What follows belongs to an exercise in optimizing a design on an open flow for small area, a short achievable clock period and few clock cycles; a production flow would make more cautious choices. The RTL was checked by simulation tests, not by an equivalence proof against the original design.

==> run a <==
==> flow/design.v (excerpt) <==
module riscv_core (
    input  logic        clk_i,
    input  logic        reset_i,
    output logic [31:0] pc_fi_o,
    input  logic [31:0] instr_fi_i,
    output logic [31:0] alu_result_mem_o,
    output logic [31:0] write_data_mem_o,
    output logic [2:0]  width_src_mem_o,
    output logic        mem_write_mem_o,
    input  logic [31:0] read_data_mem_i
);
export LEC_CHECK = 0
export CAP_MARGIN = 20
export CORE_MARGIN = 2
export CORE_UTILIZATION = 55
export CTS_CLUSTER_DIAMETER = 90
export CTS_CLUSTER_SIZE = 22
export SETUP_SLACK_MARGIN = 5
export SLEW_MARGIN = 20
export TNS_END_PERCENT = 0
create_clock -name core_clock -period 10.0 [get_ports {clk_i}]
standard.sh (not shown) runs the stock make flow with config.mk's settings and CLKGATE_MAP_FILE= SYNTH_SCRIPT=/design/flow/synth_recipe.tcl, a recipe that flattens the netlist after the stock synthesis.
==> flow/flow/run.sh <==
#!/bin/bash
# Layout flow: the standard synthesis steps, then the standard ORFS
# steps, with these differences: the port buffers are buf_4 cells (the
# default choice, clkdlybuf4s50_1, is a slow delay cell); timing repair aims
# for 6.25 ns of setup slack at the design's 10 ns clock; and the cell
# a222oi_1, which has no stronger size that repair could swap in, is added to
# the platform's don't-use list (so synthesis maps those and-ors to cells
# that can be resized). Registers are unaffected.
set -euo pipefail
DONT_USE="sky130_fd_sc_hd__probe_p_8 sky130_fd_sc_hd__probec_p_8 sky130_fd_sc_hd__lpflow_bleeder_1 sky130_fd_sc_hd__lpflow_clkbufkapwr_1 sky130_fd_sc_hd__lpflow_clkbufkapwr_16 sky130_fd_sc_hd__lpflow_clkbufkapwr_2 sky130_fd_sc_hd__lpflow_clkbufkapwr_4 sky130_fd_sc_hd__lpflow_clkbufkapwr_8 sky130_fd_sc_hd__lpflow_clkinvkapwr_1 sky130_fd_sc_hd__lpflow_clkinvkapwr_16 sky130_fd_sc_hd__lpflow_clkinvkapwr_2 sky130_fd_sc_hd__lpflow_clkinvkapwr_4 sky130_fd_sc_hd__lpflow_clkinvkapwr_8 sky130_fd_sc_hd__lpflow_decapkapwr_12 sky130_fd_sc_hd__lpflow_decapkapwr_3 sky130_fd_sc_hd__lpflow_decapkapwr_4 sky130_fd_sc_hd__lpflow_decapkapwr_6 sky130_fd_sc_hd__lpflow_decapkapwr_8 sky130_fd_sc_hd__lpflow_inputiso0n_1 sky130_fd_sc_hd__lpflow_inputiso0p_1 sky130_fd_sc_hd__lpflow_inputiso1n_1 sky130_fd_sc_hd__lpflow_inputiso1p_1 sky130_fd_sc_hd__lpflow_inputisolatch_1 sky130_fd_sc_hd__lpflow_isobufsrc_1 sky130_fd_sc_hd__lpflow_isobufsrc_16 sky130_fd_sc_hd__lpflow_isobufsrc_2 sky130_fd_sc_hd__lpflow_isobufsrc_4 sky130_fd_sc_hd__lpflow_isobufsrc_8 sky130_fd_sc_hd__lpflow_isobufsrckapwr_16 sky130_fd_sc_hd__lpflow_lsbuf_lh_hl_isowell_tap_1 sky130_fd_sc_hd__lpflow_lsbuf_lh_hl_isowell_tap_2 sky130_fd_sc_hd__lpflow_lsbuf_lh_hl_isowell_tap_4 sky130_fd_sc_hd__lpflow_lsbuf_lh_isowell_4 sky130_fd_sc_hd__lpflow_lsbuf_lh_isowell_tap_1 sky130_fd_sc_hd__lpflow_lsbuf_lh_isowell_tap_2 sky130_fd_sc_hd__lpflow_lsbuf_lh_isowell_tap_4  sky130_fd_sc_hd__a222oi_1"
bash standard.sh "DONT_USE_CELLS=$DONT_USE" synth > synth.log 2>&1
bash standard.sh "DONT_USE_CELLS=$DONT_USE" SETUP_SLACK_MARGIN=6.25 \
    "BUFFER_PORTS_ARGS=-buffer_cell sky130_fd_sc_hd__buf_4" \
    finish > layout.log 2>&1
==> inputs of run b, as changes to run a <==
--- a/flow/design.v
+++ b/flow/design.v
@@ -59,16 +59,20 @@
     logic        ex_sra_q;
     logic        ex_shl_q;       
     logic        ex_csr_q;
     logic        ex_csr_300_q;
     logic        ex_csr_7c0_q;
     logic        ex_br_q;
     logic        ex_pred_q;
     logic        ex_jump_q;      
+    logic        ex_bht_upd_q;   
+    logic [1:0]  ex_bht_idx_q;
+    logic [1:0]  ex_bht_cnt_q;
+    logic        ex_static_q;
     logic        ex_load_q;
     logic        ex_store_q;
     logic [2:0]  ex_f3_q;
     logic        ex_r_sum_q, ex_r_sh_q, ex_r_slt_q, ex_r_sltu_q;
     logic        ex_r_xor_q, ex_r_or_q, ex_r_and_q, ex_r_alt_q, ex_r_csr_q;
     logic [31:0] mem_res_q;
     logic [31:0] mem_sd_q;
     logic [2:0]  mem_f3_q;
@@ -196,20 +200,31 @@
     assign jal_short = (ins[19:12] == {8{s}});
     assign pg_cross  = (c != s);
     logic [31:2] target_b, target_j;
     logic [31:2] pc_plus4;
     assign target_b = {pc_q[31:12], t_lo_b[9:0]};
     assign target_j = {pc_q[31:12], t_lo_j[9:0]};
     assign pc_plus4 = pc_q + 30'd1;
     logic pred_br, pred;
-    logic same_rs;
-    assign same_rs = (rs1 == rs2);
-    assign pred_br = same_rs ? (f3 == 3'b000 || f3 == 3'b101 || f3 == 3'b111)
-                             : (ins[31] | ins[12]);
+    logic        sum_zero;
+    logic [31:0] zt;
+    assign zt       = (ex_a_q ^ ex_b_q) ^ {ex_a_q[30:0] | ex_b_q[30:0], 1'b0};
+    assign sum_zero = ~|zt;
+    logic same_rs, early_ok;
+    assign same_rs  = (rs1 == rs2);
+    assign early_ok = ~f3[2] & ~f3[1] & (rs2 == 5'd0) & (ex_rd_q == rs1) &
+                      ex_valid_q & ex_we_q & ex_r_sum_q & ~ex_sub_q & ~ex_load_q;
+    logic [3:0][1:0] bht;
+    logic [1:0]      bht_cnt;
+    logic            static_br;
+    assign bht_cnt   = bht[pc_q[3:2]];
+    assign static_br = same_rs ? (f3 == 3'b000 || f3 == 3'b101 || f3 == 3'b111)
+                               : (ins[31] | ins[12]);
+    assign pred_br   = early_ok ? (sum_zero ^ f3[0]) : (static_br ^ bht_cnt[1]);
     assign pred    = (d_jal & jal_short) | (d_br & pred_br);
     logic [31:0] rf_rd1, rf_rd2;
     reg_file u_reg_file (
         .clk_i   (clk_i),
         .reset_i (reset_i),
         .ra1_i   (rs1),
         .ra2_i   (rs2),
         .rd1_o   (rf_rd1),
@@ -269,16 +284,30 @@
     assign sel_tgt_j = take_target &  ins[3];
     always_ff @(posedge clk_i) begin
         pc_q <= ({30{sel_red}}     & redirect_pc) |
                 ({30{sel_hold}}    & pc_q)        |
                 ({30{sel_tgt_b}}   & target_b)    |
                 ({30{sel_tgt_j}}   & target_j)    |
                 ({30{sel_seq}}     & pc_plus4);
     end
+    logic [1:0] bht_new, bht_wd;
+    logic       bht_up;
+    assign bht_up  = taken ^ ex_static_q;
+    assign bht_new = bht_up ? ((ex_bht_cnt_q == 2'b11) ? 2'b11 : ex_bht_cnt_q + 2'd1)
+                            : ((ex_bht_cnt_q == 2'b00) ? 2'b00 : ex_bht_cnt_q - 2'd1);
+    assign bht_wd  = reset_i ? 2'b00 : bht_new;
+    genvar gb;
+    generate
+        for (gb = 0; gb < 4; gb = gb + 1) begin : g_bht
+            always_ff @(posedge clk_i) begin
+                if (reset_i | (ex_valid_q & ex_bht_upd_q & (ex_bht_idx_q == gb))) bht[gb] <= bht_wd;
+            end
+        end
+    endgenerate
     always_ff @(posedge clk_i) begin
         if (reset_i) ex_valid_q <= 1'b0;
         else         ex_valid_q <= ~redirect & ~stall;
     end
     always_ff @(posedge clk_i) begin
         ex_a_q       <= op_a;
         ex_b_q       <= op_b;
         ex_sd_q      <= op_sd;
@@ -300,16 +329,20 @@
         ex_r_and_q   <= (d_op | d_opimm) & (f3 == 3'b111);
         ex_r_alt_q   <= d_jal | d_jalr;
         ex_r_csr_q   <= d_sys;
         ex_csr_q     <= d_sys;
         ex_csr_300_q <= d_sys & (ins[31:20] == 12'h300);
         ex_csr_7c0_q <= d_sys & (ins[31:20] == 12'h7C0);
         ex_br_q      <= d_br;
         ex_pred_q    <= pred;
+        ex_bht_upd_q <= d_br & ~early_ok;
+        ex_bht_idx_q <= pc_q[3:2];
+        ex_bht_cnt_q <= bht_cnt;
+        ex_static_q  <= static_br;
         ex_jump_q    <= d_jalr | (d_jal & ~(jal_short & ~pg_cross));
         ex_load_q    <= d_load;
         ex_store_q   <= d_store;
         ex_f3_q      <= f3;
     end
     always_ff @(posedge clk_i) begin
         if (reset_i) begin
             mem_store_q <= 1'b0;
==> flow/flow/run.sh (replaced) <==
#!/bin/bash
# Layout flow: the standard synthesis unchanged, then the standard ORFS
# steps with two differences: the port buffers are buf_4 cells (the default
# choice, clkdlybuf4s50_1, is a slow delay cell), and timing repair aims for
# 6.5 ns of setup slack at the design's 10 ns clock.
set -euo pipefail
bash standard.sh synth > synth.log 2>&1
bash standard.sh SETUP_SLACK_MARGIN=6.5 \
    "BUFFER_PORTS_ARGS=-buffer_cell sky130_fd_sc_hd__buf_4" \
    finish > layout.log 2>&1
==> flow_metrics.tcl <==
set metrics [dict create \
    syn_inst 5472 \
    finalCriticalPeriod_ps 4200 \
    p_int_mw 9.62 \
    worst_ep_required_time_ps 10580 \
    met1_length_mm 102 \
    post-cts-setup-buffer-count 114 \
    outcome "complete, no violations" \
    nMultiInputCombCells 3578 \
    nets 5853 \
    synth_xor_xnor_area_share 0.0239 \
    synth_edf_count 1064 \
    p_switching_mw 5.00 \
    wl_met2_mm 131 \
    p_clk_frac 0.233 \
]
the above is filed under run b

==> flow_metrics.tcl <==
set metrics [dict create \
    p_clk_frac 0.244 \
    p_int_mw 9.25 \
    met1_length_mm 102 \
    nMultiInputCombCells 3657 \
    finalCriticalPeriod_ps 4220 \
    synth_edf_count 1056 \
    worst_ep_required_time_ps 10560 \
    outcome "complete, no violations" \
    syn_inst 5536 \
]
the above is filed under run a

Testbench counts of run a, summed over its fixed seeds: cycles 64,162.
Testbench counts of run b, summed over its fixed seeds: cycles 62,146.

[port drivers added, routing unchanged]
The flow's constraints put no driver on any port. The routed layouts listed below were extracted and timed again, unchanged, in two steps.
Step 1 (the two cells are an assumption about what drives the block):
set clk [get_ports {clk_i}]
set_driving_cell -lib_cell sky130_fd_sc_hd__clkbuf_16 $clk
set_driving_cell -lib_cell sky130_fd_sc_hd__buf_2 [delete_from_list [all_inputs] $clk]
Step 2 times the ports against the registers' clock, not the clock port: input delays grow and output delays shrink by t, the midpoint of the rising clock arrivals with the driver on.
Three values: ideal ports, drivers, drivers and shift; two values: the first two.
run	t (ns)	setup slack, ns	worst slew at a driven data input, ns
run a	0.776	5.775 / 5.827 / 5.050	0.10
run b	0.793	5.804 / 5.780 / 4.987	0.14
After both steps every run listed still meets setup and hold. The setup slack of run b, which loses most, moves by -0.024 ns with the drivers and by -0.817 ns with both steps.
